Background: an optimization exercise with open tools, aiming at small area, a short achievable clock period and few clock cycles. Do not read the settings as production practice.
Function was checked by simulation only, so behaviour that the tests miss may differ from the original.
No activity file was given, so power comes from the tool's default toggle rates.

== red ==
==> flow/design.v (excerpt) <==
module task3(
    input [2:0] opcode,
    output reg done,
    output reg [23:0] out,
    input [7:0] in2,
    input [7:0] in1,
    input [7:0] in0,
    input clk,
    input rst
    );
Settings: LEC_CHECK=0, ABC_CLOCK_PERIOD_IN_PS=3000, CAP_MARGIN=20, CORE_MARGIN=2, CORE_UTILIZATION=70, CTS_BUF_LIST=sky130_fd_sc_hd__clkbuf_4 sky130_fd_sc_hd__clkbuf_8, SLEW_MARGIN=20; clock period 12.0 ns.
standard.sh (not shown) runs the stock make flow with config.mk's settings and CLKGATE_MAP_FILE= SYNTH_SCRIPT=/design/flow/synth_recipe.tcl, a recipe that flattens the netlist after the stock synthesis.
==> flow/flow/run.sh <==
#!/bin/bash
set -euo pipefail
cd "$(dirname "$0")/.."
bash standard.sh finish \
  SETUP_SLACK_MARGIN=6.5 \
  "BUFFER_PORTS_ARGS=-buffer_cell sky130_fd_sc_hd__buf_1" \
  > run_standard.log 2>&1
Testbench counts of red, summed over its fixed seeds: cycles 21,090.
> inputs changed (red -> blue)
- removing ABC_CLOCK_PERIOD_IN_PS (formerly 3000)
- setting ABC_AREA to 1 for the first time
--- a/flow/flow/run.sh
+++ b/flow/flow/run.sh
@@ -5 +5 @@
-  SETUP_SLACK_MARGIN=6.5 \
+  SETUP_SLACK_MARGIN=6 \
==> comparison <==
- The standard cells in blue occupy less silicon area than those in red do.
- [compare] base=red new=blue: clock share of power fell by 2.9 points, number of fillers in the final layout increased about 7%, height of the die picked up an extra 2.0%, worst-case setup slack after placement moved up.
- Every stage of the flow completed for blue, and the final layout passed the timing, DRC and antenna checks.
- Looking only at net count of the mapped netlist, and setting everything else aside, the higher value of red and blue goes to blue.
- For the fmax, blue came in about 1.8% lower than red did.
What green does differently from blue at the input level:
--- a/flow/flow/run.sh
+++ b/flow/flow/run.sh
@@ -5 +5 @@
-  SETUP_SLACK_MARGIN=6 \
+  SETUP_SLACK_MARGIN=7 \
Findings:
The endpoint of the most critical setup path comes out out[23]$_DFFE_PP_ in one run and out[15]$_DFFE_PP_ in the other, namely in green and blue respectively.
[compare] base=blue new=green: sequential cell area in the final layout shows an increase of about 0.4%; final critical-path share of the clock period lower; headroom to the max-slew limit has increased; worst setup slack before clock tree synthesis decreased 41 ps; total wire length after detailed routing went up.
Inputs modified between green and orange:
--- a/flow/flow/run.sh
+++ b/flow/flow/run.sh
@@ -5 +5 @@
-  SETUP_SLACK_MARGIN=7 \
+  SETUP_SLACK_MARGIN=6.5 \
--- outcome ---
- Looking at orange and green, the clock insertion delay at the later pin of the skew report is a wash.
- Comparing orange and green, layout-stage area growth over the synthesis result is higher on green.
- orange vs green: global-route usage down
- As far as flip-flop and latch count goes, orange and green are indistinguishable; the numbers are identical.
- The clock network fraction of design power in orange was higher than what green gave.
- Between green and orange, the flow reports peak supply drop increasing slightly.
- [orange] count of vias placed by the detailed router fell 6.8% relative to green
- [compare] base=green new=orange: non-clock buffer count lost 28, relative contribution of combinational cells to total power lost 0.9 points.
- Per the comparison of orange with green, setup slack after layout down 4.4 ps; first-pass iteration count of the detailed router went down by 3.

* * *

task3, a different RTL version from the one above (not shown whole).
For scale: ~810 cells after synthesis, roughly 50 flip-flops, roughly 54 I/O pins, roughly 0.0062 mm2 of cells after synthesis.
Settings: LEC_CHECK=0, ABC_AREA=1, CAP_MARGIN=20, CORE_MARGIN=2, CORE_UTILIZATION=70, CTS_BUF_LIST=sky130_fd_sc_hd__clkbuf_4 sky130_fd_sc_hd__clkbuf_8, SLEW_MARGIN=20; clock period 12.0 ns.
==> flow/flow/run.sh <==
#!/bin/bash
set -euo pipefail
cd "$(dirname "$0")/.."
bash standard.sh finish \
  SETUP_SLACK_MARGIN=7.1 \
  "BUFFER_PORTS_ARGS=-buffer_cell sky130_fd_sc_hd__buf_1" \
  > run_standard.log 2>&1
Testbench counts at the start, summed over its fixed seeds: cycles 21,090.
Next try:
--- a/flow/flow/run.sh
+++ b/flow/flow/run.sh
@@ -5 +5 @@
-  SETUP_SLACK_MARGIN=7.1 \
+  SETUP_SLACK_MARGIN=7.4 \
=>
- The new run finished with timing, DRC and antenna clean
- clock-buffer cell count is unchanged
- worst hold slack gains 11 ps
- clock skew stays flat
- power is higher by 7.4%
- die area is unchanged
- flip-flop and latch count does not change
- register-to-register slack gains 170 ps
Next try:
--- a/flow/flow/run.sh
+++ b/flow/flow/run.sh
@@ -5 +5 @@
-  SETUP_SLACK_MARGIN=7.4 \
+  SETUP_SLACK_MARGIN=7.0 \
Global-route usage fell by 1.3 points.
Critical path depth is lower by 2.
Register-to-register slack degrades by 230 ps.
Power falls by 8.0%.
Design area is lower by 5.1%.
Die area does not change.
Combinational power shrinks by 12%.
Maximum frequency falls by 2.1%.
Worst setup slack gets worse by 100 ps.
First-iteration DRC count decreases by 16%.

[what the ideal ports hide]
The flow's constraints put no driver on any port. The routed layouts listed below were extracted and timed again, unchanged, in two steps.
Step 1 assumes that a clkbuf_16 drives the clock port and a buf_2 every other input.
Step 2 moves the port delays by t, midway between the first and last clock arrival at a register: inputs arrive t later, outputs are due t later. That takes back most of the time a late clock gives input paths.
a / b / c = ideal ports / drivers / drivers and shift; a / b = the first two.
run | t (ns) | setup WS [ns] | hold WS [ns] | worst slew at a driven data input, ns | pins driven straight from the clock port
red | 0.329 | 6.434 / 6.387 / 6.058 | 0.577 / 0.577 / 0.577 | 0.07 | 1
blue | 0.317 | 6.329 / 6.336 / 6.019 | 0.527 / 0.527 / 0.527 | 0.04 | 1
green | 0.317 | 6.684 / 6.692 / 6.375 | 0.512 / 0.512 / 0.512 | 0.07 | 1
orange | 0.321 | 6.680 / 6.684 / 6.363 | 0.530 / 0.530 / 0.530 | 0.04 | 1
the first run of note 2 | 0.336 | 7.254 / 7.221 / 6.993 | 0.586 / 0.586 / 0.586 | 0.04 | 1
the second run of note 2 | 0.337 | 7.207 / 7.173 / 7.216 | 0.597 / 0.597 / 0.597 | 0.04 | 1
the third run of note 2 | 0.333 | 7.104 / 7.071 / 7.039 | 0.589 / 0.589 / 0.589 | 0.04 | 1
After both steps setup and hold are still met in every run listed. The setup slack of red, which loses most, moves by -0.047 ns with the drivers and by -0.376 ns with both steps.
